From an optimization exercise on the open Yosys and OpenROAD flow, aimed at small area; shortcuts taken in it are not production practice.
Where RTL was checked, it was by simulation tests only, not by an equivalence proof against the original.
For run 3, only the layout was checked, not whether the RTL still works.
The clock input has no modelled driver; a real chip could not lean on it and would need a root buffer or a full tree.
No activity file was given, so power comes from the tool's default toggle rates.

## flow/design.v

```verilog
`timescale 1ns / 1ps
module Top_basys3(
  input  logic        clk,
  input  logic        btnC,
  input  logic        btnU,
  input  logic [2:0]  sw,
  output logic [3:0]  an,
  output logic [6:0]  seg,
  output logic        dp
);
  logic       rst;
  assign rst = btnC;
  logic [6:0] p;
  logic [2:0] r;
  logic [3:0] q;
  logic       r4, q14, p_hi, tick, mtick;
  assign r4    = r[2];                     
  assign q14   = q[3] & q[2] & q[1];       
  assign p_hi  = &p[5:1];                  
  assign tick  = p_hi & p[0] & ~p[6];      
  assign mtick = (&p[4:0]) & r4 & q14;     
  always_ff @(posedge clk) begin
    if (rst) begin
      p <= '0;
      r <= '0;
      q <= '0;
    end else begin
      p <= p + 7'd1;
      r <= r4 ? 3'd0 : r + 3'd1;
      if (r4) q <= q14 ? 4'd0 : q + 4'd1;
    end
  end
  logic [3:0] mu, hu;
  logic [2:0] md;
  logic [1:0] hd;
  logic       mu9, md5, hu9, h23;
  assign mu9 = mu[3] & mu[0];
  assign md5 = md[2] & md[0];
  assign hu9 = hu[3] & hu[0];
  assign h23 = hd[1] & hu[1] & hu[0];
  always_ff @(posedge clk) begin
    if (rst) begin
      mu <= '0; md <= '0; hu <= '0; hd <= '0;
    end else if (mtick) begin
      if (mu9) begin
        mu <= '0;
        if (md5) begin
          md <= '0;
          if (h23) begin
            hu <= '0; hd <= '0;
          end else if (hu9) begin
            hu <= '0; hd <= hd + 2'd1;
          end else begin
            hu <= hu + 4'd1;
          end
        end else begin
          md <= md + 3'd1;
        end
      end else begin
        mu <= mu + 4'd1;
      end
    end
  end
  logic [1:0] m1;
  logic       V1;
  logic [1:0] D1;
  assign V1 = m1[1] & m1[0];
  assign D1 = {V1, m1[1] & ~m1[0]};
  logic [1:0] m2, tal;
  logic       go, C;
  assign C  = sw[2];
  assign go = ~sw[0] & V1 & C;
  always_comb begin
    case (m2)
      2'd0: tal = go ? 2'd1 : 2'd0;
      2'd1: tal = go ? 2'd2 : 2'd1;
      2'd2: tal = C  ? 2'd2 : 2'd3;
      2'd3: tal = C  ? 2'd3 : 2'd0;
    endcase
  end
  always_ff @(posedge clk) begin
    if (rst) begin
      m1 <= 2'd0;
      m2 <= 2'd0;
    end else if (tick) begin
      case (m1)
        2'd0: if (sw[0]) m1 <= 2'd1;
        2'd1: if (sw[1]) m1 <= 2'd2;
        2'd2: if (sw[1]) m1 <= 2'd3;
        default: ;
      endcase
      m2 <= tal;
    end
  end
  logic sync0, sync1, sat, stable, dly, pulse, show_clock;
  always_ff @(posedge clk) begin
    sync0 <= btnU;
    sync1 <= sync0;
    dly   <= stable;
    if (rst) begin
      sat        <= 1'b0;
      stable     <= 1'b0;
      pulse      <= 1'b0;
      show_clock <= 1'b0;
    end else begin
      sat        <= sat | p_hi;           
      stable     <= sat & sync1;
      pulse      <= stable & ~dly;
      show_clock <= show_clock ^ pulse;
    end
  end
  logic [1:0] f;
  assign f = p[1:0] - r[1:0];
  logic [3:0] v;
  always_comb begin
    case (f)
      2'd0: v = show_clock ? mu           : {2'b00, D1};
      2'd1: v = show_clock ? {1'b0, md}   : 4'hF;
      2'd2: v = show_clock ? hu           : 4'hF;
      2'd3: v = show_clock ? {2'b00, hd}  : {2'b00, tal};
    endcase
  end
  always_comb begin
    case (f)
      2'd0: an = 4'b1110;
      2'd1: an = 4'b1101;
      2'd2: an = 4'b1011;
      2'd3: an = 4'b0111;
    endcase
  end
  always_comb begin
    case (v)
      4'd0: seg = 7'b1000000;
      4'd1: seg = 7'b1111001;
      4'd2: seg = 7'b0100100;
      4'd3: seg = 7'b0110000;
      4'd4: seg = 7'b0011001;
      4'd5: seg = 7'b0010010;
      4'd6: seg = 7'b0000010;
      4'd7: seg = 7'b1111000;
      4'd8: seg = 7'b0000000;
      4'd9: seg = 7'b0010000;
      default: seg = 7'b1111111;
    endcase
  end
  assign dp = 1'b1;
endmodule
```

## flow/flow/run.sh

```bash
#!/bin/bash
# Own flow: the standard synthesis, then an area re-mapping of its
# combinational logic (registers untouched), then the standard layout
# with minimum-size port buffers and small clock-tree buffers.
set -euo pipefail
HERE=$PWD
RES=$HERE/orfs/results/$FLOW_PLATFORM/Top_basys3/base
LIB=$FLOW_HOME/platforms/$FLOW_PLATFORM/lib/sky130_fd_sc_hd__tt_025C_1v80.lib
YOSYS=$(command -v yosys || echo $FLOW_HOME/../tools/install/yosys/bin/yosys)

bash standard.sh $RES/1_2_yosys.v > $HERE/std_synth.log 2>&1
cp $RES/1_2_yosys.v $HERE/std_netlist.v
sed -e "s|LIBFILE|$LIB|g" -e "s|NETIN|$HERE/std_netlist.v|" -e "s|NETOUT|$HERE/reopt_netlist.v|" \
    -e "s|ABCSCRIPT|$HERE/flow/reopt.abc|" flow/reopt.ys > $HERE/reopt_run.ys
$YOSYS -s $HERE/reopt_run.ys > $HERE/reopt_yosys.log 2>&1
cp $HERE/reopt_netlist.v $RES/1_2_yosys.v
touch $RES/1_2_yosys.v $RES/1_2_yosys.sdc
bash standard.sh "BUFFER_PORTS_ARGS=-buffer_cell sky130_fd_sc_hd__buf_1" "CTS_ARGS=-buf_list sky130_fd_sc_hd__clkbuf_8 -root_buf sky130_fd_sc_hd__clkbuf_8 -sink_clustering_enable -sink_clustering_size 40 -sink_clustering_max_diameter 300 -dont_use_dummy_load -repair_clock_nets" finish > $HERE/std_layout.log 2>&1
```

## flow/flow/reopt.abc

```
strash; balance -l; resub -K 6 -l; rewrite -l; resub -K 6 -N 2 -l; refactor -l; resub -K 8 -l; balance -l; resub -K 8 -N 2 -l; rewrite -l; resub -K 10 -l; rewrite -z -l; resub -K 10 -N 2 -l; balance -l; resub -K 12 -l; refactor -z -l; resub -K 12 -N 2 -l; rewrite -z -l; balance -l; balance -l; resub -K 6 -l; rewrite -l; resub -K 6 -N 2 -l; refactor -l; resub -K 8 -l; balance -l; resub -K 8 -N 2 -l; rewrite -l; resub -K 10 -l; rewrite -z -l; resub -K 10 -N 2 -l; balance -l; resub -K 12 -l; refactor -z -l; resub -K 12 -N 2 -l; rewrite -z -l; balance -l; dch -f; amap
```

## flow/flow/reopt.ys

```
# Re-map the combinational logic of the standard synthesis for area.
# The flip-flops are kept as black boxes, so every register keeps its
# instance name and cell type.
read_liberty -ignore_miss_func LIBFILE
blackbox sky130_fd_sc_hd__dfxtp_1
read_verilog NETIN
hierarchy -top Top_basys3
flatten
opt -full
abc -liberty LIBFILE -dont_use sky130_fd_sc_hd__probe* -dont_use sky130_fd_sc_hd__lpflow* -script ABCSCRIPT
opt_clean -purge
hilomap -singleton -hicell sky130_fd_sc_hd__conb_1 HI -locell sky130_fd_sc_hd__conb_1 LO
splitnets
opt_clean -purge
hierarchy -top Top_basys3
stat -liberty LIBFILE
write_verilog -noattr -nohex -nodec NETOUT
```

## flow/standard.sh

```bash
#!/bin/bash
# synth_recipe.tcl (not shown) runs the flow's synth.tcl, then flattens the netlist and writes it again
# the make line also repeats each setting of config.mk as NAME=value (left out here)
make -C /OpenROAD-flow-scripts/flow DESIGN_CONFIG=/design/flow/config.mk WORK_HOME=/design/flow/orfs CLKGATE_MAP_FILE= SYNTH_SCRIPT=/design/flow/synth_recipe.tcl "${@:-finish}"
```

## flow/config.mk

```make
export PLATFORM = sky130hd
export DESIGN_NAME = Top_basys3
export DESIGN_NICKNAME = Top_basys3
export VERILOG_FILES = /design/flow/design.v
export SDC_FILE = /design/flow/constraint.sdc
export NUM_CORES = 4
export LEC_CHECK = 0
export CAP_MARGIN = 20
export CORE_MARGIN = 2
export CORE_UTILIZATION = 40
export CTS_BUF_LIST = sky130_fd_sc_hd__clkbuf_4
export PLACE_DENSITY = 0.6
export SLEW_MARGIN = 20
```

## flow/constraint.sdc

```tcl
create_clock -name core_clock -period 6.0 [get_ports {clk}]
set_input_delay 1.2000 -clock core_clock [delete_from_list [all_inputs] [get_ports {clk}]]
set_output_delay 1.2000 -clock core_clock [all_outputs]
set_load 0.01 [all_outputs]
```

==> results by group, run 1 <==
Timing
  – Max Slew Vio Count: 0
  – Setup ws final: 827.0 ps
  – Min Tclk post-route: 5173 ps
  – Setup-failing EPs final: 0
  – Worst-Margin Slew: 1058 ps
  – Hold Violations, Final: 0
  – Tcrit/Tclk final: 0.8622
  – Worst rel slew slack: 0.2947
  – RSZ-0062 raised after global routing: false
  – Layout Skew: 2.619 ps
  – Sum Neg Setup Slack: 0 ps
  – Max frequency: ~0.19 GHz
  – Worst hold margin: between 300 and 400 ps

CTS
  – CTS buffer count: 5
  – Clock Sinks: 38
  – Root Driver: clkbuf_8
  – CTS resizes: 0
  – Clk buf depth: 2
  – Post-CTS setup repair buffer count: 0
  – Hold_buf cts: 0
  – CTS tree: yes
  – Depth of the CTS H-tree: 2
  – Clock latency on the worst-skew pair: about 280 ps
  – Clock transition at the registers of the reported paths: 70 ps

Final layout
  – P&R area growth vs syn: 11.72%
  – Share of layout cells above drive strength 1: 0.02058
  – Layout Utilization: 0.4597
  – Fillers: 395
  – Fin nets: ~250
  – # diodes: 0

Die
  – Area of the core: between 3000 and 4000 sq um
  – Initial core utilization: 0.4115
  – Die height: 67.92 microns
  – Io pins: 18
  – Die area: ~4600 sq um
  – Die width: about 68 microns
  – Core Rows: 23

Drt
  – Post-route ant nets: 0
  – Routed WL: about 3200 microns
  – Via count: about 1400
  – Vias per cell: between 4 and 5
  – DRC viols: 0
  – Initial DRC count: roughly 100
  – Avg WL per Cell: between 10 and 15 microns
  – DR pass1 iterations: 4

Global routing
  – Largest net degree at the start of global routing: 22
  – First-pass GRT wire length: around 5200 microns
  – Global Route Usage Sum: 0.1524
  – Grt total ovfl: 0
  – Vias in the first global route: ~1200
  – Initial antenna violation count: 0

Setup path
  – Reg2reg path depth: 13
  – CP Launch Type: flip-flop
  – Arrival time worst endpoint: ~4000 ps
  – Worst reg2reg endpoint: hd[1]$_SDFFE_PP0P_
  – Crit. End Element: output port
  – R2R Path Start: p[0]$_SDFF_PP0_
  – Reg2Reg Setup Slack: around 3500 ps
  – Crit-path max FO: 9
  – Worst endpoint required time: 4800 ps
  – Critical path class: reg2out

Pwr
  – Pwr dens: 278.4 nW/um^2
  – Worst vdd ir: 162.5 uV
  – Leakage: between 0.0006 and 0.0007 uW

Synth
  – Mapped cell area: about 1600 sq um
  – Syn Nets: around 230
  – Synthesis Warnings: 1
  – Cell count after synthesis: between 200 and 250
  – Avg Cell Area, Syn: roughly 7.4 sq um

Worst hold path
  – Min-Delay Endpoint: sync1$_DFF_P_
  – Depth of the worst hold-timing path: 0
  – Worst hold path type: reg2reg
  – Hold path startpoint: sync0$_DFF_P_

Place
  – Placer congestion estimate: just over 0.8
  – Port bufs: 16
  – Dpl ws: slightly above 1000 ps
  – Dpl hpwl: around 2300 microns

Run status
  – Status: complete, no violations

Flow run
  – Max_cap viols: 0
-- placed cells by master (no fill, tap or decap) --
cell type and count:
o32ai_1 1, a31oi_1 4, o221a_1 1, nand2_1 13, a2111oi_0 1, a21oi_1 10
conb_1 1, or2_0 1, buf_1 16, nor2_1 63, or3_1 1, a31o_1 1
a211oi_1 7, nand2b_1 1, dfxtp_1 38, nand3_1 3, nor3_1 14, nor2b_1 5
nand4_1 1, and3_1 5, clkbuf_8 5, clkinv_1 28, a22oi_1 2, o211a_1 1
o21ai_0 12, nor4_1 1, a221oi_1 1, o22ai_1 5, o32a_1 1
-- report_power, final --
part	internal, uW	leakage, uW	switching (uW)	total, uW
logic	32.5	0.000288	65.7	98.2
registers	256	0.000308	2.80	259
clock network	74.8	0.0000359	76.5	151
-- cell type report --
cell class / count / area, sq um / share of cell area
clock buffer: 5 / 68.82 / 0.03770
tap: 50 / 62.56 / 0.03427
sequential: 38 / 760.7 / 0.4167
timing repair buffer: 16 / 60.06 / 0.03290
multi-input combinational: 156 / 768.2 / 0.4208
inverter: 28 / 105.1 / 0.05757
-- worst max-delay path, stage by stage (launching register included) --
cell      delay (ps)
dfxtp_1          350
clkinv_1         140
o21ai_0          640
clkinv_1         410
nor2_1           230
clkinv_1         140
a211oi_1         210
a21oi_1           60
o21ai_0          320
o21ai_0          210
nor2_1           190
a21oi_1           80
clkinv_1          60
o21ai_0          100
nor2b_1          200
a211oi_1          70
nand2b_1         150
buf_1            130
-- how the worst max path moves through the flow --
| stage | from | to | slack (ps) | cells after the start |
|---|---|---|---|---|
| floorplan | sw[0] | seg[4] | 910 | 15 |
| global placement | sw[0] | seg[4] | 1130 | 17 |
| detailed placement | sw[0] | seg[4] | 1030 | 17 |
| CTS | p[0]$_SDFF_PP0_ | seg[4] | 780 | 17 |
| global route | p[0]$_SDFF_PP0_ | seg[4] | 160 | 17 |
| finish | p[0]$_SDFF_PP0_ | seg[4] | 830 | 17 |
-- flip-flops by register name, indices dropped and copies added, names as in the netlist, 2 cells and up --
register and cells:
p 7, r 3, q 4, m1 2, hd 2, hu 4
mu 4, md 3, m2 2
-- stage by stage --
step | total power, uW | instances | cell area, sq um
finish | 508.3 | 293 | 1826
global route | 539.4 | 293 | 1826
CTS | 515.1 | 293 | 1826
detailed placement | 362.8 | 288 | 1757
global placement | 363.2 | 288 | 1757
floorplan | 332.2 | 222 | 1634
-- per-layer routing --
layer	vias to the layer above	track usage	part of all wire
li1	796	-	-
met1	620	0.1902	0.53
met2	24	0.2463	0.41
met3	7	0.04605	0.041
met4	0	0.06000	0.021
met5	-	0	0
==> inputs of run 2 (changes only) <==
==> flow/flow/run.sh (replaced) <==
#!/bin/bash
# Own flow: the standard synthesis, then an area re-mapping of its
# combinational logic (registers untouched, several ABC runs, smallest
# kept), then the standard layout with minimum-size port buffers and a
# small clock tree without dummy loads.
set -euo pipefail
HERE=$PWD
RES=$HERE/orfs/results/$FLOW_PLATFORM/Top_basys3/base
LIB=$FLOW_HOME/platforms/$FLOW_PLATFORM/lib/sky130_fd_sc_hd__tt_025C_1v80.lib
YOSYS=$(command -v yosys || echo $FLOW_HOME/../tools/install/yosys/bin/yosys)

bash standard.sh $RES/1_2_yosys.v > $HERE/std_synth.log 2>&1
cp $RES/1_2_yosys.v $HERE/std_netlist.v

mkdir -p $HERE/reopt
run_one() {
  local n=$1 script=$2
  echo "$script" > $HERE/reopt/r$n.abc
  sed -e "s|LIBFILE|$LIB|g" -e "s|NETIN|$HERE/std_netlist.v|" -e "s|NETOUT|$HERE/reopt/r$n.v|" \
      -e "s|ABCSCRIPT|$HERE/reopt/r$n.abc|" -e "s|AREAFILE|$HERE/reopt/r$n.area|" \
      flow/reopt.ys > $HERE/reopt/r$n.ys
  timeout 600 $YOSYS -s $HERE/reopt/r$n.ys > $HERE/reopt/r$n.log 2>&1 || true
}
i=0
for S in 1 2 3 4; do
  for M in "amap" "map -a"; do
    i=$((i+1))
    run_one $i "strash; &get -n; &deepsyn -T 20 -S $S; &put; dch -f; $M" &
    if (( i % 4 == 0 )); then wait; fi
  done
done
wait
best=""; bestA=1e18
for a in $HERE/reopt/r*.area; do
  A=$(grep -oP "Chip area for module .*: \K[0-9.]+" $a || true)
  [[ -z "$A" ]] && continue
  if python3 -c "import sys; sys.exit(0 if $A < $bestA else 1)"; then bestA=$A; best=${a%.area}.v; fi
done
echo "best: $best $bestA" | tee $HERE/reopt/choice.txt
[[ -n "$best" ]] || exit 1
cp $best $RES/1_2_yosys.v
touch $RES/1_2_yosys.v $RES/1_2_yosys.sdc
bash standard.sh "BUFFER_PORTS_ARGS=-buffer_cell sky130_fd_sc_hd__buf_1" \
  "CTS_ARGS=-buf_list sky130_fd_sc_hd__clkbuf_4 -sink_clustering_enable -sink_clustering_size 20 -sink_clustering_max_diameter 300 -dont_use_dummy_load -repair_clock_nets" \
  finish > $HERE/std_layout.log 2>&1
--- a/flow/flow/reopt.ys
+++ b/flow/flow/reopt.ys
@@ -15,3 +15,3 @@
 hierarchy -top Top_basys3
-stat -liberty LIBFILE
+tee -o AREAFILE stat -liberty LIBFILE
 write_verilog -noattr -nohex -nodec NETOUT
removed: flow/flow/reopt.abc
==> run 2 against run 1 <==
Sequential cell count stayed put. Worst hold slack better by 6.8 ps. Die area decreased by 4.2%. Critical path type unchanged. Critical endpoint is now seg[1].
==> results by group, run 2 <==
Run status
  – Status: complete, no violations

CTS
  – Clock transition at the registers of the reported paths: 80 ps (about the same)
  – Post-CTS setup repair buffer count: 0 (unchanged)
  – CTS resizes: 0 (unchanged)
  – Clock latency on the worst-skew pair: 350 ps (+70 ps)
  – CTS tree: yes
  – CTS buffer count: 5 (unchanged)
  – Clock Sinks: 38 (unchanged)
  – Clk buf depth: 2 (unchanged)
  – Depth of the CTS H-tree: 2 (unchanged)
  – Root Driver: clkbuf_4
  – Hold_buf cts: 0 (unchanged)

Timing
  – Min Tclk post-route: 4652 ps (-521.4 ps)
  – Setup ws final: 1348 ps (+521.4 ps)
  – Max frequency: 0.2150 GHz (+11%)
  – Tcrit/Tclk final: 0.7753 (-0.08690)
  – Worst-Margin Slew: 864.3 ps (-193.7 ps)
  – Sum Neg Setup Slack: 0 ps (unchanged)
  – RSZ-0062 raised after global routing: false
  – Worst rel slew slack: 0.4238 (+0.1291)
  – Max Slew Vio Count: 0 (unchanged)
  – Layout Skew: 29.97 ps (+27.35 ps)
  – Setup-failing EPs final: 0 (unchanged)
  – Hold Violations, Final: 0 (unchanged)

Final layout
  – Fin nets: 232 (-7.6%)
  – Most frequent cells in the layout: nor2_1, dfxtp_1, clkinv_1
  – Max FFs per register: 7 (unchanged)
  – Most flop-heavy register: p
  – Share of layout cells above drive strength 1: 0.02232 (+0.001745)
  – # diodes: 0 (unchanged)
  – P&R area growth vs syn: 10.10%
  – Commonest non-fill, non-tap cell in the layout: nor2_1

Drt
  – Initial DRC count: 75 (-26%)
  – Post-route ant nets: 0 (unchanged)
  – DR pass1 iterations: 4 (unchanged)
  – Via count: 1398 (-3.4%)
  – Vias per cell: 5.140 (+4.1%)
  – DRC viols: 0 (unchanged)
  – Avg WL per Cell: 11.43 microns (+5.9%)
  – Routed WL: 3110 microns (-1.7%)

Setup path
  – Crit-path cells: clkinv_1 -> o21ai_0 -> o22ai_1 -> o32ai_1 -> nor2_1 -> a22oi_1 -> o21ai_0 -> o21ai_0 -> clkinv_1 -> o22ai_1 -> buf_1
  – Critical path's top delay family: compound AO/OA/AOI/OAI gates
  – Cell mode on critical path: o21ai_0
  – Crit. Startpoint: p[0]$_SDFF_PP0_
  – Crit. End Element: output port
  – Max incr delay on CP: 640 ps (about the same)
  – Reg2Reg Setup Slack: 3590 ps (+140 ps)
  – Arrival time worst endpoint: 3450 ps (-520 ps)
  – Critical path class: reg2out
  – Crit-path max FO: 8 (-1)
  – Worst path buffer plus inverter count: 3 (-2)
  – Worst endpoint required time: 4800 ps (about the same)
  – Worst Setup EP: seg[1]
  – R2R Path Start: p[0]$_SDFF_PP0_
  – Stages on the worst setup path: 11 (-6)
  – Worst reg2reg endpoint: hu[2]$_SDFFE_PP0P_
  – Slowest stage cell, crit path: o21ai_0
  – Reg2reg path depth: 10 (-3)
  – CP Launch Type: flip-flop

Global routing
  – Largest net degree at the start of global routing: 20 (-9.1%)
  – Global Route Usage Sum: 0.1665 (+0.01408)
  – Grt total ovfl: 0 (unchanged)
  – Vias in the first global route: 1243 (+0.32%)
  – First-pass GRT wire length: 5444 microns (+4.0%)
  – Initial antenna violation count: 0 (unchanged)

Pwr
  – Leakage: 0.0005899 uW (-6.7%)
  – Pwr dens: 259.7 nW/um^2 (-6.7%)
  – Pwr Total: 446.5 uW (-12%)
  – Worst vdd ir: 118.2 uV (-27%)

Place
  – Dpl hpwl: 2372 microns (+1.7%)
  – Port bufs: 16 (unchanged)
  – Dpl ws: 1589 ps (+560.6 ps)
  – Placer congestion estimate: 0.7973 (-3.3%)

Synth
  – Synthesis Warnings: 1 (unchanged)
  – Cell count after synthesis: 203 (-8.6%)
  – Avg Cell Area, Syn: 7.692 sq um (+4.5%)
  – Mapped cell area: 1561 sq um (-4.4%)
  – Syn Nets: 209 (-8.3%)

Die
  – Die height: 66.48 microns (-2.1%)
  – Initial core utilization: 0.4202 (+0.008734)
  – Io pins: 18 (unchanged)
  – Die area: 4420 sq um (-4.2%)
  – Core Rows: 22 (-4.3%)
  – Die width: 66.48 microns (-2.1%)
  – Area of the core: 3716 sq um (-6.4%)

Flow run
  – Max_cap viols: 0 (unchanged)

Worst hold path
  – Worst hold path type: reg2reg
==> run 2: changes by cell type in the layout (fill, tap and decap cells not counted), sizes merged, moves of 4 or more <==
cell	before	now
nor2	63	48
a21oi	10	5
a211oi	7	3
a31oi	4	0
==> run 2: how the worst min path moves through the flow <==
| stage | startpoint | end | slack (ps) | cells past startpoint |
|---|---|---|---|---|
| 2_1_floorplan | sync0$_DFF_P_ | sync1$_DFF_P_ | 310 | 0 |
| 3_3_place_gp | sync0$_DFF_P_ | sync1$_DFF_P_ | 310 | 0 |
| 3_5_place_dp | sync0$_DFF_P_ | sync1$_DFF_P_ | 320 | 0 |
| 4_1_cts | sync0$_DFF_P_ | sync1$_DFF_P_ | 340 | 0 |
| 5_1_grt | sync0$_DFF_P_ | sync1$_DFF_P_ | 350 | 0 |
| 6_report | sync0$_DFF_P_ | sync1$_DFF_P_ | 330 | 0 |
==> run 2: through the flow <==
step | cells | util | hold slack [ps] | area (sq um)
after floorplan | 203 | - | 309.6 | 1562
after CTS | 272 | 0.4626 | 336.7 | 1719
final | 272 | 0.4626 | 333.8 | 1719
after global routing | 272 | 0.4626 | 350.5 | 1719
after global placement | 267 | 0.4525 | 311.1 | 1682
after detailed placement | 267 | 0.4525 | 315.8 | 1682
==> run 2: layout make-up <==
class / count / area [sq um]
clock buffers: 5 / 37.54
fillers: 403 / 1997
inverters: 27 / 101.3
multi-input cells: 138 / 699.4
flip-flops and latches: 38 / 760.7
well taps: 48 / 60.06
repair buffers: 16 / 60.06
==> run 2: per-layer routing <==
metal	up-vias	GRT usage	wire length, microns
li1	739	-	-
met1	627	0.1927	1531
met2	26	0.2763	1375
met3	6	0.05574	144
met4	0	0.07653	60
met5	-	0	0
==> run 2: power by group <==
group / leakage, uW / internal [uW] / switching (uW)
registers: 0.000308 / 256 / 3.30
logic: 0.000259 / 23.5 / 50.2
clock network: 0.0000230 / 39.2 / 74.4
total: 0.000590 / 319 / 128
==> inputs of run 3 (changes only) <==
--- a/flow/design.v
+++ b/flow/design.v
@@ -32,13 +32,13 @@
   end
-  logic [3:0] mu, hu;
+  logic [3:0] mu, hx;
   logic [2:0] md;
-  logic [1:0] hd;
-  logic       mu9, md5, hu9, h23;
+  logic       h10;
+  logic       mu9, md5, hx9, h2x;
   assign mu9 = mu[3] & mu[0];
   assign md5 = md[2] & md[0];
-  assign hu9 = hu[3] & hu[0];
-  assign h23 = hd[1] & hu[1] & hu[0];
+  assign h2x = hx[3] & hx[2];              
+  assign hx9 = hx[3] & ~hx[2] & hx[0];     
   always_ff @(posedge clk) begin
     if (rst) begin
-      mu <= '0; md <= '0; hu <= '0; hd <= '0;
+      mu <= '0; md <= '0; hx <= '0; h10 <= 1'b0;
     end else if (mtick) begin
@@ -48,8 +48,7 @@
           md <= '0;
-          if (h23) begin
-            hu <= '0; hd <= '0;
-          end else if (hu9) begin
-            hu <= '0; hd <= hd + 2'd1;
+          if (hx9) begin
+            hx  <= h10 ? 4'd12 : 4'd0;
+            h10 <= ~h10;
           end else begin
-            hu <= hu + 4'd1;
+            hx <= hx + 4'd1;
           end
@@ -63,2 +62,6 @@
   end
+  logic [3:0] hu;
+  logic [1:0] hd;
+  assign hu = {hx[3] & ~hx[2], hx[2] & ~hx[3], hx[1], hx[0]};
+  assign hd = {h2x, h10};
   logic [1:0] m1;
@@ -66,4 +69,4 @@
   logic [1:0] D1;
-  assign V1 = m1[1] & m1[0];
-  assign D1 = {V1, m1[1] & ~m1[0]};
+  assign V1 = m1[1] & ~m1[0];
+  assign D1 = {V1, m1[1] & m1[0]};
   logic [1:0] m2, tal;
@@ -86,5 +89,5 @@
       case (m1)
-        2'd0: if (sw[0]) m1 <= 2'd1;
-        2'd1: if (sw[1]) m1 <= 2'd2;
-        2'd2: if (sw[1]) m1 <= 2'd3;
+        2'b00: if (sw[0]) m1 <= 2'b01;
+        2'b01: if (sw[1]) m1 <= 2'b11;
+        2'b11: if (sw[1]) m1 <= 2'b10;
         default: ;
--- a/flow/flow/run.sh
+++ b/flow/flow/run.sh
@@ -24,4 +24,4 @@
 i=0
-for S in 1 2 3 4; do
-  for M in "amap" "map -a"; do
+for S in 1 2 3 4 5 6 7 8; do
+  for M in "amap"; do
     i=$((i+1))
==> run 3 against run 2 <==
Via count shrank 4.9%. Core utilization shrank 0.30 points. Routed wire length shrank 5.9%. Clock-buffer cell count is the same. Combinational power shrank 6.5%. Highest routed layer unchanged. Maximum frequency grew 0.45%. Global-route usage shrank 0.61 points. Die area shrank 1.4%. Final cell count grew 1.1%. Synthesized cell count grew 1.5%. Clock skew is essentially flat. Worst hold slack gained 3.4 ps.
==> results by group, run 3 <==
Global routing
  – Initial antenna violation count: 0 (unchanged)
  – First-pass GRT wire length: 5209 microns (-4.3%)
  – Largest net degree at the start of global routing: 18 (-10%)
  – Grt total ovfl: 0 (unchanged)
  – Vias in the first global route: 1208 (-2.8%)
  – Global Route Usage Sum: 0.1604 (-0.006101)

Final layout
  – Most frequent cells in the layout: nor2_1, dfxtp_1, clkinv_1
  – Commonest non-fill, non-tap cell in the layout: nor2_1
  – # diodes: 0 (unchanged)
  – Max FFs per register: 7 (unchanged)
  – Fin cells: 275 (+1.1%)
  – Share of layout cells above drive strength 1: 0.02203 (-0.0002950)
  – Fin nets: 235 (+1.3%)
  – Most flop-heavy register: p
  – P&R area growth vs syn: 10.25%

Pwr
  – Leakage: 0.0005729 uW (-2.9%)
  – Pwr dens: 253.4 nW/um^2 (-2.5%)
  – Worst vdd ir: 156.0 uV (+32%)

Drt
  – Routed WL: 2927 microns (-5.9%)
  – Via count: 1329 (-4.9%)
  – Avg WL per Cell: 10.64 microns (-6.9%)
  – Vias per cell: 4.833 (-6.0%)
  – Initial DRC count: 51 (-32%)
  – Post-route ant nets: 0 (unchanged)
  – DR pass1 iterations: 4 (unchanged)
  – DRC viols: 0 (unchanged)

Worst hold path
  – Worst hold path type: reg2reg

Timing
  – RSZ-0062 raised after global routing: false
  – Worst rel slew slack: 0.4723 (+0.04847)
  – Max frequency: 0.2160 GHz (+0.45%)
  – Layout Skew: 30.22 ps (+0.2581 ps)
  – Setup-failing EPs final: 0 (unchanged)
  – Hold Violations, Final: 0 (unchanged)
  – Max Slew Vio Count: 0 (unchanged)
  – Sum Neg Setup Slack: 0 ps (unchanged)
  – Tcrit/Tclk final: 0.7718 (-0.003507)
  – Min Tclk post-route: 4631 ps (-21.04 ps)
  – Worst-Margin Slew: 791.6 ps (-72.70 ps)

Setup path
  – Worst endpoint required time: 4800 ps (about the same)
  – Crit-path cells: clkinv_1 -> o22ai_1 -> clkinv_1 -> o22ai_1 -> nand2_1 -> a211oi_1 -> nor3_1 -> clkinv_1 -> nand2_1 -> o22ai_1 -> o21ai_0 -> nor2_1 -> nor2_1 -> or2_0 -> o21ai_0 -> buf_1
  – Slowest stage cell, crit path: o22ai_1
  – Critical path's top delay family: compound AO/OA/AOI/OAI gates
  – Arrival time worst endpoint: 3430 ps (-20 ps)
  – Critical path class: reg2out
  – Crit. End Element: output port
  – Max incr delay on CP: 390 ps (-250 ps)
  – Crit-path max FO: 6 (-2)
  – CP Launch Type: flip-flop
  – Worst path buffer plus inverter count: 4 (+1)

Die
  – Die width: 66 microns (-0.72%)
  – Io pins: 18 (unchanged)
  – Core Rows: 22 (unchanged)
  – Initial core utilization: 0.4169 (-0.003309)
  – Die height: 66 microns (-0.72%)
  – Die area: 4356 sq um (-1.4%)
  – Area of the core: 3689 sq um (-0.74%)

CTS
  – Clock Sinks: 37 (-2.6%)
  – Clk buf depth: 2 (unchanged)
  – Clock transition at the registers of the reported paths: 110 ps (+30 ps)
  – Root Driver: clkbuf_4
  – CTS buffer count: 5 (unchanged)
  – Depth of the CTS H-tree: 2 (unchanged)
  – Clock latency on the worst-skew pair: 340 ps (about the same)
  – Post-CTS setup repair buffer count: 0 (unchanged)
  – Hold_buf cts: 0 (unchanged)
  – CTS resizes: 0 (unchanged)
  – CTS tree: yes

Place
  – Dpl hpwl: 2290 microns (-3.4%)
  – Placer congestion estimate: 0.8073 (+1.3%)
  – Port bufs: 16 (unchanged)
  – Inst Count DP: 270 (+1.1%)

Run status
  – Status: complete, no violations

Synth
  – Synthesis Warnings: 1 (unchanged)
  – Cell count after synthesis: 206 (+1.5%)
  – Syn Nets: 212 (+1.4%)
  – Mapped cell area: 1538 sq um (-1.5%)
  – Avg Cell Area, Syn: 7.465 sq um (-3.0%)

Flow run
  – Max_cap viols: 0 (unchanged)
-- run 3: through the flow --
stage / setup slack [ps] / total power, uW / hold WS [ps] / instance area, sq um / utilization
detailed placement: 1574 / 326.3 / 315.3 / 1658 / 0.4495
floorplan: 1657 / 303.8 / 309.6 / 1538 / -
finish: 1369 / 429.5 / 337.2 / 1695 / 0.4596
CTS: 1388 / 435.8 / 340.6 / 1695 / 0.4596
global placement: 1639 / 326.5 / 314.4 / 1658 / 0.4495
global route: 927.7 / 456.3 / 355.0 / 1695 / 0.4596
-- run 3: final cells by class --
| cell class | instances | area (sq um) |
|---|---|---|
| multi-input cells | 138 | 680.7 |
| repair buffers | 16 | 60.06 |
| flip-flops and latches | 37 | 740.7 |
| fillers | 410 | 1993 |
| well taps | 48 | 60.06 |
| clock buffers | 5 | 37.54 |
| inverters | 31 | 116.4 |
-- run 3: per-layer routing --
layer / global-route usage / wire (microns) / vias to the layer above
li1: - / - / 740
met1: 0.1992 / 1489 / 563
met2: 0.2487 / 1244 / 20
met3: 0.06474 / 128 / 6
met4: 0.06122 / 65 / 0
met5: 0 / 0 / -
-- run 3: report_power, final --
part	internal, uW	switching (uW)	leakage (uW)
clock	39.1	69.7	0.0000230
sequential	249	2.50	0.000300
combinational	22.0	46.9	0.000250
total	310	119	0.000573
-- run 3: path summary, 6_finish.rpt --
check,start,end,slack (ps),depth (start not counted)
min reg2reg,sync0$_DFF_P_,sync1$_DFF_P_,340,0
max,r[1]$_SDFF_PP0_,seg[1],1370,16
min,sync0$_DFF_P_,sync1$_DFF_P_,340,0
max reg2reg,p[0]$_SDFF_PP0_,hx[3]$_SDFFE_PP0P_,3120,17
-- run 3: worst register-to-register path, delay by kind of cell (launching register included) --
kind	cells	cell delay, ps
DFF	1	380
and+or+nand+nor	12	1560
AOI/OAI and AO/OA	2	430
buffers and inverters	3	360
==> inputs of run 4 (changes only) <==
--- a/flow/design.v
+++ b/flow/design.v
@@ -21,2 +21,4 @@
   assign mtick = (&p[4:0]) & r4 & q14;     
+  logic unsat;
+  assign unsat = &q;
   always_ff @(posedge clk) begin
@@ -25,3 +27,3 @@
       r <= '0;
-      q <= '0;
+      q <= 4'hF;
     end else begin
@@ -29,3 +31,5 @@
       r <= r4 ? 3'd0 : r + 3'd1;
-      if (r4) q <= q14 ? 4'd0 : q + 4'd1;
+      if (unsat) begin
+        if (p_hi) q <= 4'd12;
+      end else if (r4) q <= q14 ? 4'd0 : q + 4'd1;
     end
@@ -97,3 +101,3 @@
   end
-  logic sync0, sync1, sat, stable, dly, pulse, show_clock;
+  logic sync0, sync1, stable, dly, pulse, show_clock;
   always_ff @(posedge clk) begin
@@ -103,3 +107,2 @@
     if (rst) begin
-      sat        <= 1'b0;
       stable     <= 1'b0;
@@ -108,4 +111,3 @@
     end else begin
-      sat        <= sat | p_hi;           
-      stable     <= sat & sync1;
+      stable     <= ~unsat & sync1;
       pulse      <= stable & ~dly;
==> run 4 against run 3 <==
Synthesized cell count unchanged. Core utilization about the same. Global-route usage is 0.17 points higher. Highest routed layer unchanged. Still clean on timing, DRC and antenna. First-iteration DRC count grew 20%.
==> results by group, run 4 <==
Final layout
  – Commonest non-fill, non-tap cell in the layout: nor2_1
  – Max FFs per register: 7 (unchanged)
  – Fillers: 389 (-5.1%)
  – Most flop-heavy register: p
  – # diodes: 0 (unchanged)
  – Fin nets: 235 (unchanged)
  – Most frequent cells in the layout: nor2_1, dfxtp_1, clkinv_1
  – Share of layout cells above drive strength 1: 0.02203 (unchanged)
  – P&R area growth vs syn: 10.33% (about the same)
  – Fin cells: 275 (unchanged)

CTS
  – Post-CTS setup repair buffer count: 0 (unchanged)
  – Clk buf depth: 2 (unchanged)
  – CTS resizes: 0 (unchanged)
  – CTS buffer count: 5 (unchanged)
  – Clock transition at the registers of the reported paths: 110 ps (about the same)
  – Depth of the CTS H-tree: 2 (unchanged)
  – Clock Sinks: 36 (-2.7%)
  – Hold_buf cts: 0 (unchanged)
  – Clock latency on the worst-skew pair: 340 ps (about the same)
  – CTS tree: yes
  – Root Driver: clkbuf_4

Synth
  – Synthesis Warnings: 1 (unchanged)
  – Avg Cell Area, Syn: 7.410 sq um (-0.73%)
  – Mapped cell area: 1526 sq um (-0.73%)
  – Cell count after synthesis: 206 (unchanged)
  – Syn Nets: 212 (unchanged)

Die
  – Die height: 65.78 microns (-0.34%)
  – Io pins: 18 (unchanged)
  – Core Rows: 22 (unchanged)
  – Die width: 65.78 microns (-0.34%)
  – Area of the core: 3661 sq um (-0.75%)
  – Initial core utilization: 0.4170 (about the same)
  – Die area: 4326 sq um (-0.68%)

Drt
  – DR pass1 iterations: 3 (-1)
  – Routed WL: 3019 microns (+3.1%)
  – Met1 WL: 1473 microns (-1.1%)
  – Via count: 1395 (+5.0%)
  – Avg WL per Cell: 10.98 microns (+3.1%)
  – Vias per cell: 5.073 (+5.0%)
  – DR WL met2: 1352 microns (+8.7%)
  – Met3 WL: 115 microns (-10%)
  – Initial DRC count: 61 (+20%)
  – Highest metal layer with signal wires: met4
  – DRC viols: 0 (unchanged)
  – Post-route ant nets: 0 (unchanged)

Pwr
  – Psw: 138.1 uW (+16%)
  – Leakage: 0.0005610 uW (-2.1%)
  – Sequential share of power: 0.571 (-0.015)
  – Worst vdd ir: 147.6 uV (-5.4%)
  – Comb power frac: 0.194 (+0.034)
  – Clk pwr share: 0.235 (-0.018)
  – Pwr dens: 274.1 nW/um^2 (+8.2%)
  – Pint: 323.5 uW (+4.2%)
  – Sw Ratio: 0.2991 (+0.02178)

Setup path
  – CP Launch Type: flip-flop
  – Critical path class: reg2out
  – Cell mode on critical path: o22ai_1
  – Crit. End Element: output port
  – Crit-path max FO: 7 (+1)
  – Crit-path cells: clkinv_1 -> o22ai_1 -> clkinv_1 -> o22ai_1 -> o22ai_1 -> a31oi_1 -> nand2_1 -> a21oi_1 -> o21ai_0 -> nor2_1 -> nor2_1 -> or2_0 -> o21ai_0 -> buf_1
  – Max incr delay on CP: 460 ps (+70 ps)
  – Slowest stage cell, crit path: o22ai_1
  – Worst endpoint required time: 4800 ps (about the same)
  – Arrival time worst endpoint: 3540 ps (+110 ps)

Timing
  – Worst rel slew slack: 0.3906 (-0.08165)
  – Min Tclk post-route: 4736 ps (+105.2 ps)
  – Max Slew Vio Count: 0 (unchanged)
  – Sum Neg Setup Slack: 0 ps (unchanged)
  – RSZ-0062 raised after global routing: false
  – Max frequency: 0.2112 GHz (-2.2%)
  – Worst-Margin Slew: 914.1 ps (+122.5 ps)
  – Tcrit/Tclk final: 0.7893 (+0.01753)
  – Layout Skew: 26.71 ps (-3.515 ps)
  – Hold Violations, Final: 0 (unchanged)
  – Setup-failing EPs final: 0 (unchanged)

Global routing
  – Grt total ovfl: 0 (unchanged)
  – Global Route Usage Sum: 0.1620 (+0.001658)
  – Largest net degree at the start of global routing: 21 (+3)
  – Vias in the first global route: 1263 (+4.6%)
  – First-pass GRT wire length: 5292 microns (+1.6%)
  – Initial antenna violation count: 0 (unchanged)

Worst hold path
  – Worst hold path type: reg2reg

Place
  – Port bufs: 16 (unchanged)
  – Inst Count DP: 270 (unchanged)
  – Dpl hpwl: 2316 microns (+1.1%)
  – Placer congestion estimate: 0.7996 (-0.95%)

Flow run
  – Max_cap viols: 0 (unchanged)

Run status
  – Status: complete, no violations
## run 4: cell count changes in the layout (fill, tap and decap cells not counted), sizes merged, moves of 3 or more
cell   before  now
a21oi       4   14
nor3       17   11
nand2      22   18
a31oi       0    3
nand3       0    3
o22ai      11    8
## run 4: area by class of cell
type                    instances  area (sq um)  area share
inverters                      32         120.1     0.07132
well taps                      48         60.06     0.03566
clock buffers                   5         37.54     0.02229
flip-flops and latches         36         720.7      0.4279
repair buffers                 16         60.06     0.03566
multi-input cells             138         685.7      0.4071
## run 4: metal layers
metal	vias to the layer above	GRT usage
met5	-	0
met4	0	0.09375
met3	8	0.04089
met2	21	0.2626
met1	618	0.1932
li1	748	-
## run 4: critical path: cells and delay by family (launching register included)
| kind | cells | cell delay [ps] |
|---|---|---|
| AOI/OAI and AO/OA | 7 | 1850 |
| and+or+nand+nor | 4 | 540 |
| buffers and inverters | 3 | 420 |
| DFF | 1 | 390 |
## run 4: power groups by stage
stage	logic [uW]	clock network, uW	registers (uW)
finish	89.6	108	264
global route	105	126	265
CTS	90.3	115	264
detailed placement	89.9	0	269
global placement	89.4	0	269
floorplan	65.1	0	267
## run 4: through the flow
stage	hold WS (ps)	setup slack [ps]	cell area (sq um)	power (uW)	utilization
5_1_grt	352.4	773.2	1684	496.8	0.4600
3_3_place_gp	311.5	1456	1647	358.4	0.4498
4_1_cts	337.2	1270	1684	469.5	0.4600
2_1_floorplan	309.6	1424	1526	331.9	-
6_report	333.4	1264	1684	461.6	0.4600
3_5_place_dp	314.7	1359	1647	359.0	0.4498
## run 4: final timing paths
path / cells past startpoint / to / slack [ps] / from
worst max-delay path: 14 / seg[1] / 1260 / p[1]$_SDFF_PP0_
worst min-delay path: 0 / sync1$_DFF_P_ / 330 / sync0$_DFF_P_
worst max register to register: 14 / hx[3]$_SDFFE_PP0P_ / 2850 / p[0]$_SDFF_PP0_
worst min register to register: 0 / sync1$_DFF_P_ / 330 / sync0$_DFF_P_
==> inputs of run 5 (changes only) <==
--- a/flow/flow/run.sh
+++ b/flow/flow/run.sh
@@ -4,3 +4,4 @@
 # kept), then the standard layout with minimum-size port buffers and a
-# small clock tree without dummy loads.
+# small clock tree without dummy loads whose root buffer is then
+# removed (flow/clock_tree.tcl).
 set -euo pipefail
@@ -44,2 +45,3 @@
   "CTS_ARGS=-buf_list sky130_fd_sc_hd__clkbuf_4 -sink_clustering_enable -sink_clustering_size 20 -sink_clustering_max_diameter 300 -dont_use_dummy_load -repair_clock_nets" \
+  "POST_CTS_TCL=$HERE/flow/clock_tree.tcl" \
   finish > $HERE/std_layout.log 2>&1
==> flow/flow/clock_tree.tcl (new file) <==
set block [ord::get_db_block]
set root [$block findInst clkbuf_0_clk]
set innet [[$root findITerm A] getNet]
set rootnet [[$root findITerm X] getNet]
set leaves {}
foreach it [$rootnet getITerms] {
  if {[$it getInst] eq $root} { continue }
  lappend leaves $it
}
if {[llength $leaves] <= 4} {
  foreach it $leaves {
    $it disconnect
    $it connect $innet
  }
  [$root findITerm A] disconnect
  [$root findITerm X] disconnect
  odb::dbInst_destroy $root
  odb::dbNet_destroy $rootnet
  if {[info exists ::env(CLK_LEAF_CELL)]} {
    foreach it $leaves { replace_cell [[$it getInst] getName] $::env(CLK_LEAF_CELL) }
  }
}
detailed_placement
estimate_parasitics -placement
report_clock_skew
==> run 5 against run 4 <==
Still clean on timing, DRC and antenna. Die area is the same. Register-to-register slack is essentially flat. Final cell count shrank 0.36%. Via count shrank 0.93%. Synthesized cell count is the same. Total power shrank 4.2%. Sequential power is essentially flat. Largest power group unchanged.
==> results by group, run 5 <==
Setup path
  – R2R Path Start: p[0]$_SDFF_PP0_
  – Arrival time worst endpoint: 3440 ps (-100 ps)
  – CP Launch Type: input pin
  – Crit. End Element: output port
  – Crit. Startpoint: sw[2]
  – Reg2reg path depth: 14 (unchanged)
  – Critical path class: in2out
  – Crit-path max FO: 4 (-3)
  – Worst endpoint required time: 4800 ps (about the same)

CTS
  – Clock latency on the worst-skew pair: 170 ps (-170 ps)
  – Clock Sinks: 36 (unchanged)
  – Clock transition at the registers of the reported paths: 90 ps (-20 ps)

Place
  – Dpl hpwl: 2316 microns (unchanged)
  – Port bufs: 16 (unchanged)
  – Placer congestion estimate: 0.7996 (unchanged)

Drt
  – DRC viols: 0 (unchanged)
  – Avg WL per Cell: 10.86 microns (-1.0%)
  – Initial DRC count: 48 (-21%)
  – Post-route ant nets: 0 (unchanged)
  – Via count: 1382 (-0.93%)
  – Vias per cell: 5.044 (-0.57%)
  – Routed WL: 2977 microns (-1.4%)
  – DR pass1 iterations: 4 (+1)

Flow run
  – Max_cap viols: 0 (unchanged)

Timing
  – Layout Skew: 28.97 ps (+2.263 ps)
  – Min Tclk post-route: 4637 ps (-98.69 ps)
  – Sum Neg Setup Slack: 0 ps (unchanged)
  – Worst-Margin Slew: 917.0 ps (+2.941 ps)
  – Hold Violations, Final: 0 (unchanged)
  – Max frequency: 0.2157 GHz (+2.1%)
  – Worst rel slew slack: 0.3887 (-0.001960)
  – Setup-failing EPs final: 0 (unchanged)
  – Max Slew Vio Count: 0 (unchanged)
  – Worst hold margin: 333.4 ps (+0.009000 ps)
  – RSZ-0062 raised after global routing: false
  – Tcrit/Tclk final: 0.7728 (-0.01645)

Final layout
  – # diodes: 0 (unchanged)
  – Most flop-heavy register: p
  – Most frequent cells in the layout: nor2_1, dfxtp_1, clkinv_1
  – Max FFs per register: 7 (unchanged)
  – Share of layout cells above drive strength 1: 0.01770 (-0.004327)
  – Commonest non-fill, non-tap cell in the layout: nor2_1
  – P&R area growth vs syn: 9.836%
  – Fin nets: 234 (-0.43%)

Synth
  – Avg Cell Area, Syn: 7.410 sq um (unchanged)
  – Mapped cell area: 1526 sq um (unchanged)
  – Synthesis Warnings: 1 (unchanged)
  – Cell count after synthesis: 206 (unchanged)
  – Syn Nets: 212 (unchanged)

Die
  – Io pins: 18 (unchanged)
  – Die width: 65.78 microns (unchanged)
  – Die height: 65.78 microns (unchanged)
  – Core Rows: 22 (unchanged)
  – Area of the core: 3661 sq um (unchanged)
  – Die area: 4326 sq um (unchanged)
  – Initial core utilization: 0.4170 (unchanged)

Pwr
  – Pwr dens: 263.7 nW/um^2 (-3.8%)
  – Worst vdd ir: 147.3 uV (-0.18%)
  – Leakage: 0.0005564 uW (-0.82%)

Worst hold path
  – Worst hold path type: reg2reg
  – Depth of the worst hold-timing path: 0 (unchanged)
  – Hold path startpoint: sync0$_DFF_P_

Global routing
  – Vias in the first global route: 1242 (-1.7%)
  – Largest net degree at the start of global routing: 21 (unchanged)
  – Grt total ovfl: 0 (unchanged)
  – First-pass GRT wire length: 5223 microns (-1.3%)
  – Initial antenna violation count: 0 (unchanged)
  – Global Route Usage Sum: 0.1556 (-0.006482)

Run status
  – Status: complete, no violations
## run 5: path summary, 6_finish.rpt
kind / to / slack (ps)
min: sync1$_DFF_P_ / 330
max: seg[1] / 1360
min reg2reg: sync1$_DFF_P_ / 330
max reg2reg: hx[3]$_SDFFE_PP0P_ / 2850
## run 5: cell type report
cell class / count / area [sq um]
Sequential cell: 36 / 720.7
Inverter: 32 / 120.1
Timing Repair Buffer: 16 / 60.06
Multi-Input combinational cell: 138 / 685.7
Tap cell: 48 / 60.06
Fill cell: 388 / 1984
Clock buffer: 4 / 30.03
## run 5: where the power goes
group | switching [uW] | internal, uW
Clock | 56.9 | 31.9
Sequential | 9.65 | 254
Combinational | 59.2 | 30.5
Total | 126 | 316
## run 5: worst max-delay path, cell delays in order
cell	delay, ps
buf_1	70
clkinv_1	80
nor3_1	260
a21oi_1	130
o221a_1	230
nor4_1	340
clkinv_1	160
nand2_1	100
a21oi_1	110
o211ai_1	150
clkinv_1	120
nor2_1	120
or2_0	150
o21ai_0	80
buf_1	150
## run 5: through the flow
step	area, sq um	util	cells	total power (uW)	setup WS (ps)
global route	1677	0.4580	274	475.7	957.1
detailed placement	1647	0.4498	270	359.0	1359
global placement	1647	0.4498	270	358.4	1456
finish	1677	0.4580	274	442.1	1363
floorplan	1526	-	206	331.9	1424
## run 5: metal layers
| layer | share of wire | global-route usage | routed length [microns] | up-vias |
|---|---|---|---|---|
| li1 | - | - | - | 747 |
| met1 | 0.50 | 0.1932 | 1480 | 614 |
| met2 | 0.45 | 0.2626 | 1344 | 16 |
| met3 | 0.040 | 0.04600 | 119 | 5 |
| met4 | 0.011 | 0.03906 | 34 | 0 |
| met5 | 0 | 0 | 0 | - |
==> inputs of run 6 (changes only) <==
==> flow/flow/run.sh (replaced) <==
#!/bin/bash
# Own flow: the standard synthesis, then an area re-mapping of its
# combinational logic (registers untouched, three rounds of ABC runs,
# smallest kept), then the standard layout with minimum-size port buffers and a
# small clock tree without dummy loads whose root buffer is then
# removed (flow/clock_tree.tcl).
set -euo pipefail
HERE=$PWD
RES=$HERE/orfs/results/$FLOW_PLATFORM/Top_basys3/base
LIB=$FLOW_HOME/platforms/$FLOW_PLATFORM/lib/sky130_fd_sc_hd__tt_025C_1v80.lib
YOSYS=$(command -v yosys || echo $FLOW_HOME/../tools/install/yosys/bin/yosys)

bash standard.sh $RES/1_2_yosys.v > $HERE/std_synth.log 2>&1
cp $RES/1_2_yosys.v $HERE/std_netlist.v

mkdir -p $HERE/reopt
run_one() {
  local n=$1 script=$2 netin=$3
  echo "$script" > $HERE/reopt/r$n.abc
  sed -e "s|LIBFILE|$LIB|g" -e "s|NETIN|$netin|" -e "s|NETOUT|$HERE/reopt/r$n.v|" \
      -e "s|ABCSCRIPT|$HERE/reopt/r$n.abc|" -e "s|AREAFILE|$HERE/reopt/r$n.area|" \
      flow/reopt.ys > $HERE/reopt/r$n.ys
  timeout 600 $YOSYS -s $HERE/reopt/r$n.ys > $HERE/reopt/r$n.log 2>&1 || true
}
area_of() { grep -oP "Chip area for module .*: \K[0-9.]+" $1 2>/dev/null || true; }
# Three rounds of 8 ABC runs (deepsyn with different seeds); each round
# starts from the smallest netlist so far.
best=$HERE/std_netlist.v; bestA=1e18
for round in 1 2 3; do
  start=$best
  for S in 1 2 3 4 5 6 7 8; do
    run_one ${round}_$S "strash; &get -n; &deepsyn -T 20 -S $S; &put; dch -f; amap" $start &
    if (( S % 4 == 0 )); then wait; fi
  done
  wait
  for S in 1 2 3 4 5 6 7 8; do
    A=$(area_of $HERE/reopt/r${round}_$S.area)
    [[ -z "$A" ]] && continue
    if python3 -c "import sys; sys.exit(0 if $A < $bestA else 1)"; then bestA=$A; best=$HERE/reopt/r${round}_$S.v; fi
  done
  echo "round $round best: $best $bestA" | tee -a $HERE/reopt/choice.txt
done
[[ "$best" != "$HERE/std_netlist.v" ]] || exit 1
cp $best $RES/1_2_yosys.v
touch $RES/1_2_yosys.v $RES/1_2_yosys.sdc
bash standard.sh "BUFFER_PORTS_ARGS=-buffer_cell sky130_fd_sc_hd__buf_1" \
  "CTS_ARGS=-buf_list sky130_fd_sc_hd__clkbuf_4 -sink_clustering_enable -sink_clustering_size 20 -sink_clustering_max_diameter 300 -dont_use_dummy_load -repair_clock_nets" \
  "POST_CTS_TCL=$HERE/flow/clock_tree.tcl" \
  finish > $HERE/std_layout.log 2>&1
==> run 6 against run 5 <==
Still clean on timing, DRC and antenna. Clock power rose by 3.2%. Combinational power rose by 3.0%. Critical path depth rose by 2. Cell area fell by 0.67%. Non-clock buffer count did not move. Global-route usage rose by 0.15 points. Sequential power barely moved. Final cell count fell by 1.8%. Total power rose by 1.0%. Critical endpoint unchanged.
==> results by group, run 6 <==
Die
  – Initial core utilization: 0.4139 (-0.003076)
  – Die area: 4296 sq um (-0.70%)
  – Io pins: 18 (unchanged)
  – Area of the core: 3661 sq um (unchanged)
  – Die width: 65.55 microns (-0.35%)
  – Die height: 65.55 microns (-0.35%)
  – Core Rows: 22 (unchanged)

Timing
  – Worst hold margin: 340.6 ps (+7.183 ps)
  – Max Slew Vio Count: 0 (unchanged)
  – Tcrit/Tclk final: 0.7595 (-0.01339)
  – Max frequency: 0.2195 GHz (+1.8%)
  – Worst-Margin Slew: 809.4 ps (-107.6 ps)
  – Layout Skew: 28.76 ps (-0.2142 ps)
  – Setup-failing EPs final: 0 (unchanged)
  – Worst rel slew slack: 0.4604 (+0.07173)
  – Min Tclk post-route: 4557 ps (-80.32 ps)
  – Hold Violations, Final: 0 (unchanged)
  – Sum Neg Setup Slack: 0 ps (unchanged)
  – RSZ-0062 raised after global routing: false

Setup path
  – Crit-path max FO: 4 (unchanged)
  – Crit. End Element: output port
  – Reg2reg path depth: 16 (+2)
  – Slowest stage cell, crit path: nor4_1
  – Critical path's top delay family: simple AND/OR/NAND/NOR gates
  – Crit. Startpoint: sw[0]
  – CP Launch Type: input pin
  – R2R Path Start: p[0]$_SDFF_PP0_
  – Stages on the worst setup path: 17 (+2)
  – Critical path class: in2out
  – Max incr delay on CP: 340 ps (about the same)
  – Crit-path cells: buf_1 -> nor2_1 -> nand3_1 -> o21ai_0 -> nand2_1 -> a21oi_1 -> o221a_1 -> nor4_1 -> clkinv_1 -> nand2_1 -> a21oi_1 -> o211ai_1 -> clkinv_1 -> nor2_1 -> or2_0 -> o21ai_0 -> buf_1
  – Worst path buffer plus inverter count: 4 (-1)
  – Worst endpoint required time: 4800 ps (about the same)
  – Arrival time worst endpoint: 3360 ps (-80 ps)

Synth
  – Avg Cell Area, Syn: 7.538 sq um (+1.7%)
  – Syn Nets: 207 (-2.4%)
  – Mapped cell area: 1515 sq um (-0.74%)
  – Cell count after synthesis: 201 (-2.4%)
  – Synthesis Warnings: 1 (unchanged)

CTS
  – Clock latency on the worst-skew pair: 170 ps (about the same)
  – Clock Sinks: 36 (unchanged)
  – Clock transition at the registers of the reported paths: 120 ps (+30 ps)

Pwr
  – Sw Ratio: 0.2887 (+0.004190)
  – Leakage: 0.0005597 uW (+0.59%)
  – Pint: 317.7 uW (+0.44%)
  – Worst vdd ir: 199.7 uV (+36%)
  – Pwr dens: 268.2 nW/um^2 (+1.7%)
  – Sequential share of power: 0.588 (-0.008)
  – Psw: 129.0 uW (+2.5%)
  – Clk pwr share: 0.205 (+0.004)
  – Comb power frac: 0.207 (+0.004)

Final layout
  – Share of layout cells above drive strength 1: 0.01810 (+0.0004004)
  – P&R area growth vs syn: 9.909% (about the same)
  – Most frequent cells in the layout: dfxtp_1, nor2_1, clkinv_1
  – Multi-input logic area: 678.2 sq um (-1.1%)
  – Max FFs per register: 7 (unchanged)
  – Most flop-heavy register: p
  – FF+latch area: 720.7 sq um (unchanged)
  – # diodes: 0 (unchanged)
  – Fin nets: 229 (-2.1%)
  – Fillers: 381 (-1.8%)
  – Commonest non-fill, non-tap cell in the layout: dfxtp_1

Drt
  – Vias per cell: 4.922 (-2.4%)
  – DR pass1 iterations: 4 (unchanged)
  – Initial DRC count: 88 (+83%)
  – Avg WL per Cell: 10.78 microns (-0.74%)
  – Via count: 1324 (-4.2%)
  – DRC viols: 0 (unchanged)
  – Routed WL: 2901 microns (-2.6%)
  – Post-route ant nets: 0 (unchanged)

Place
  – Dpl hpwl: 2206 microns (-4.7%)
  – Placer congestion estimate: 0.7967 (-0.36%)
  – Port bufs: 16 (unchanged)

Worst hold path
  – Hold path startpoint: sync0$_DFF_P_
  – Depth of the worst hold-timing path: 0 (unchanged)
  – Worst hold path type: reg2reg

Run status
  – Status: complete, no violations

Global routing
  – First-pass GRT wire length: 5230 microns (+0.13%)
  – Grt total ovfl: 0 (unchanged)
  – Largest net degree at the start of global routing: 18 (-14%)
  – Initial antenna violation count: 0 (unchanged)
  – Global Route Usage Sum: 0.1571 (+0.001512)
  – Vias in the first global route: 1229 (-1.0%)

Flow run
  – Max_cap viols: 0 (unchanged)
run 6: cell type report:
type / instances / share of cell area
clock buffer: 4 / 0.01803
inverter: 31 / 0.06987
multi-input combinational: 134 / 0.4072
sequential: 36 / 0.4328
tap: 48 / 0.03606
timing repair buffer: 16 / 0.03606
run 6: per-stage QoR:
stage / worst slack, ps / std cells / utilization / power (uW) / cell area [sq um]
finish: 1443 / 269 / 0.4549 / 446.7 / 1665
global route: 1086 / 269 / 0.4549 / 477.1 / 1665
floorplan: 1496 / 201 / - / 334.0 / 1515
global placement: 1467 / 265 / 0.4467 / 359.8 / 1635
detailed placement: 1433 / 265 / 0.4467 / 361.2 / 1635
run 6: layer usage:
layer / up-vias / share of wire / track usage
li1: 735 / - / -
met1: 564 / 0.53 / 0.1981
met2: 21 / 0.41 / 0.2628
met3: 4 / 0.039 / 0.04110
met4: 0 / 0.013 / 0.04688
met5: - / 0 / 0
run 6: path summary, 6_finish.rpt:
check,to,slack (ps)
worst max register to register,hx[3]$_SDFFE_PP0P_,3070
worst min-delay path,sync1$_DFF_P_,340
worst min register to register,sync1$_DFF_P_,340
worst max-delay path,seg[1],1440
run 6: worst register-to-register path: stages, from the launching register on:
cell	delay, ps
dfxtp_1	360
clkinv_1	110
nor2_1	220
nand2_1	100
nor2_1	210
nand2_1	160
nor2_1	190
nand2_1	110
nor2_1	140
nand2_1	100
nor2_1	160
nand2_1	130
clkinv_1	90
nand2_1	80
a221o_1	390
nor3_1	180
nor3_1	60
run 6: power groups by stage:
| stage | combinational, uW | clock (uW) | sequential (uW) |
|---|---|---|---|
| after floorplan | 67.7 | 0 | 266 |
| after global placement | 91.7 | 0 | 268 |
| after detailed placement | 93.0 | 0 | 268 |
| after global routing | 107 | 105 | 265 |
| final | 92.4 | 91.6 | 263 |
==> inputs of run 7 (changes only) <==
--- a/flow/flow/run.sh
+++ b/flow/flow/run.sh
@@ -2,3 +2,3 @@
 # Own flow: the standard synthesis, then an area re-mapping of its
-# combinational logic (registers untouched, three rounds of ABC runs,
+# combinational logic (registers untouched, five rounds of ABC runs,
 # smallest kept), then the standard layout with minimum-size port buffers and a
@@ -25,6 +25,6 @@
 area_of() { grep -oP "Chip area for module .*: \K[0-9.]+" $1 2>/dev/null || true; }
-# Three rounds of 8 ABC runs (deepsyn with different seeds); each round
+# Five rounds of 8 ABC runs (deepsyn with different seeds); each round
 # starts from the smallest netlist so far.
 best=$HERE/std_netlist.v; bestA=1e18
-for round in 1 2 3; do
+for round in 1 2 3 4 5; do
   start=$best
==> run 7 against run 6 <==
Synthesized cell count down 1.5%. Clock power down 2%. Global-route usage down 0.10 points. Critical endpoint unchanged. Highest routed layer unchanged.
==> results by group, run 7 <==
Run status
  – Status: complete, no violations

Synth
  – Syn Nets: 204 (-1.4%)
  – Mapped cell area: 1500 sq um (-0.99%)
  – Avg Cell Area, Syn: 7.577 sq um (+0.51%)
  – Synthesis Warnings: 1 (unchanged)
  – Cell count after synthesis: 198 (-1.5%)

Final layout
  – Most frequent cells in the layout: nor2_1, dfxtp_1, clkinv_1
  – Multi-input logic area: 674.4 sq um (-0.55%)
  – Layout Utilization: 0.4563 (+0.001380)
  – P&R area growth vs syn: 10.51%
  – # diodes: 0 (unchanged)
  – Fillers: 379 (-0.52%)
  – Share of layout cells above drive strength 1: 0.02283 (+0.004732)
  – FF+latch area: 720.7 sq um (unchanged)
  – Commonest non-fill, non-tap cell in the layout: nor2_1
  – Fin nets: 227 (-0.87%)
  – Max FFs per register: 7 (unchanged)
  – Most flop-heavy register: p

Worst hold path
  – Worst hold path type: reg2reg
  – Hold path startpoint: sync0$_DFF_P_

Global routing
  – Vias in the first global route: 1226 (-0.24%)
  – Initial antenna violation count: 0 (unchanged)
  – Largest net degree at the start of global routing: 21 (+3)
  – Grt total ovfl: 0 (unchanged)
  – First-pass GRT wire length: 5168 microns (-1.2%)
  – Global Route Usage Sum: 0.1561 (-0.0009958)

Timing
  – Tcrit/Tclk final: 0.8694 (+0.1099)
  – Layout Skew: 22.24 ps (-6.514 ps)
  – Hold Violations, Final: 0 (unchanged)
  – Worst-Margin Slew: 862.3 ps (+52.90 ps)
  – Max Slew Vio Count: 0 (unchanged)
  – Worst rel slew slack: 0.4103 (-0.05013)
  – Max frequency: 0.1917 GHz (-13%)
  – Min Tclk post-route: 5216 ps (+659.6 ps)
  – Sum Neg Setup Slack: 0 ps (unchanged)
  – Setup ws final: 783.7 ps (-659.6 ps)
  – RSZ-0062 raised after global routing: false
  – Setup-failing EPs final: 0 (unchanged)

Drt
  – Initial DRC count: 72 (-18%)
  – DR pass1 iterations: 4 (unchanged)
  – Routed WL: 3024 microns (+4.2%)
  – Avg WL per Cell: 11.33 microns (+5.0%)
  – DRC viols: 0 (unchanged)
  – Via count: 1358 (+2.6%)
  – Post-route ant nets: 0 (unchanged)
  – Vias per cell: 5.086 (+3.3%)

CTS
  – Clock Sinks: 36 (unchanged)
  – Clock latency on the worst-skew pair: 160 ps (about the same)
  – Clock transition at the registers of the reported paths: 100 ps (-20 ps)

Setup path
  – Crit. Startpoint: sw[0]
  – Crit-path max FO: 4 (unchanged)
  – Arrival time worst endpoint: 4020 ps (+660 ps)
  – Max incr delay on CP: 700 ps (+360 ps)
  – R2R Path Start: p[0]$_SDFF_PP0_
  – Critical path's top delay family: compound AO/OA/AOI/OAI gates
  – CP Launch Type: input pin
  – Cell mode on critical path: nor2_1
  – Slowest stage cell, crit path: a2111oi_0
  – Worst endpoint required time: 4800 ps (about the same)
  – Crit. End Element: output port
  – Crit-path cells: buf_1 -> o41ai_1 -> o21ai_0 -> nor2_1 -> o22ai_1 -> nor2_1 -> a211oi_1 -> a2111oi_0 -> clkinv_1 -> nand2_1 -> a21oi_1 -> o211ai_1 -> clkinv_1 -> nor2_1 -> or2_0 -> o21ai_0 -> buf_1
  – Critical path class: in2out
  – Worst path buffer plus inverter count: 4 (unchanged)

Place
  – Dpl ws: 832.5 ps (-600.5 ps)
  – Port bufs: 16 (unchanged)
  – Placer congestion estimate: 0.7980 (+0.16%)
  – Dpl hpwl: 2263 microns (+2.6%)

Pwr
  – Leakage: 0.0005497 uW (-1.8%)
  – Pwr dens: 270.9 nW/um^2 (+1.0%)
  – Worst vdd ir: 172.4 uV (-14%)
  – Pwr Total: 449.1 uW (+0.56%)

Die
  – Die width: 65.24 microns (-0.47%)
  – Initial core utilization: 0.4129 (-0.0009967)
  – Area of the core: 3633 sq um (-0.75%)
  – Die height: 65.24 microns (-0.47%)
  – Die area: 4256 sq um (-0.93%)
  – Io pins: 18 (unchanged)
  – Core Rows: 22 (unchanged)

Flow run
  – Max_cap viols: 0 (unchanged)
-- run 7: final cells by class --
type | count | area share
Sequential cell | 36 | 0.4347
Multi-Input combinational cell | 134 | 0.4068
Tap cell | 48 | 0.03623
Inverter | 28 | 0.06340
Timing Repair Buffer | 17 | 0.04075
Clock buffer | 4 | 0.01811
-- run 7: power by group --
| group | total [uW] | internal [uW] | switching (uW) |
|---|---|---|---|
| Combinational | 95.1 | 32.5 | 62.5 |
| Clock | 90.2 | 31.9 | 58.2 |
| Sequential | 264 | 253 | 10.6 |
| Total | 449 | 318 | 131 |
-- run 7: layer usage --
layer,global-route usage,part of all wire,vias up
li1,-,-,739
met5,0,0,-
met4,0.04688,0.0043,0
met1,0.1976,0.52,598
met3,0.04623,0.037,2
met2,0.2564,0.44,19
-- run 7: worst paths after layout --
kind	slack (ps)	to	depth (start not counted)
max	780	seg[1]	17
min	340	sync1$_DFF_P_	0
max reg2reg	2710	hx[3]$_SDFFE_PP0P_	16
min reg2reg	340	sync1$_DFF_P_	0
-- run 7: metrics by stage --
| stage | hold WS (ps) | cells | instance area (sq um) |
|---|---|---|---|
| floorplan | 309.6 | 198 | 1500 |
| global placement | 310.0 | 263 | 1628 |
| detailed placement | 313.2 | 263 | 1628 |
| global route | 348.1 | 267 | 1658 |
| finish | 336.8 | 267 | 1658 |
-- run 7: worst reg2reg max path, stage by stage, from the launching register on --
cell      delay, ps
dfxtp_1         420
clkinv_1        150
nor2_1          230
nand2_1         120
nor4_1          340
nand2_1         160
nor2_1          180
nand2_1         120
nor2_1          300
nand2_1         160
nor3_1          360
nand2_1          90
o21ai_0          80
a31oi_1          70
and3_1          210
o21a_1          100
nor3_1          110

==> static timing again, ports no longer ideal <==
The flow's constraints put no driver on any port. The routed layouts listed below were extracted and timed again, unchanged, in two steps. Step 1 (the two cells are an assumption about what drives the block):
set clk [get_ports {clk}]
set_driving_cell -lib_cell sky130_fd_sc_hd__clkbuf_16 $clk
set_driving_cell -lib_cell sky130_fd_sc_hd__buf_2 [delete_from_list [all_inputs] $clk]
Step 2 moves the port delays by t, midway between the first and last clock arrival at a register: inputs arrive t later, outputs are due t later. That takes back most of the time a late clock gives input paths. Slacks: ideal ports / drivers / drivers and shift; pairs: ideal ports / drivers.
| run | t (ns) | setup slack, ns | hold slack, ns | worst setup path at the end | worst register clock-pin slew, ns |
|---|---|---|---|---|---|
| run 1 | 0.301 | 0.827 / 0.802 / 1.011 | 0.327 / 0.327 / 0.327 | input to output | 0.07 / 0.07 |
| run 2 | 0.356 | 1.348 / 1.326 / 1.563 | 0.334 / 0.334 / 0.334 | input to output | 0.12 / 0.12 |
| run 3 | 0.353 | 1.369 / 1.345 / 1.546 | 0.337 / 0.337 / 0.337 | input to output | 0.11 / 0.11 |
| run 4 | 0.355 | 1.264 / 1.240 / 1.340 | 0.333 / 0.333 / 0.333 | input to output | 0.11 / 0.11 |
| run 5 | 0.199 | 1.363 / 1.340 / 1.340 | 0.333 / 0.333 / 0.333 | input to output | 0.11 / 0.11 |
| run 6 | 0.199 | 1.443 / 1.421 / 1.421 | 0.341 / 0.341 / 0.341 | input to output | 0.12 / 0.12 |
| run 7 | 0.196 | 0.784 / 0.765 / 0.765 | 0.337 / 0.337 / 0.337 | input to output | 0.10 / 0.10 |
After both steps setup and hold are still met in every run listed. For run 5, which loses most, drivers alone change the setup slack by -0.023 ns; drivers and shift together by -0.023 ns.
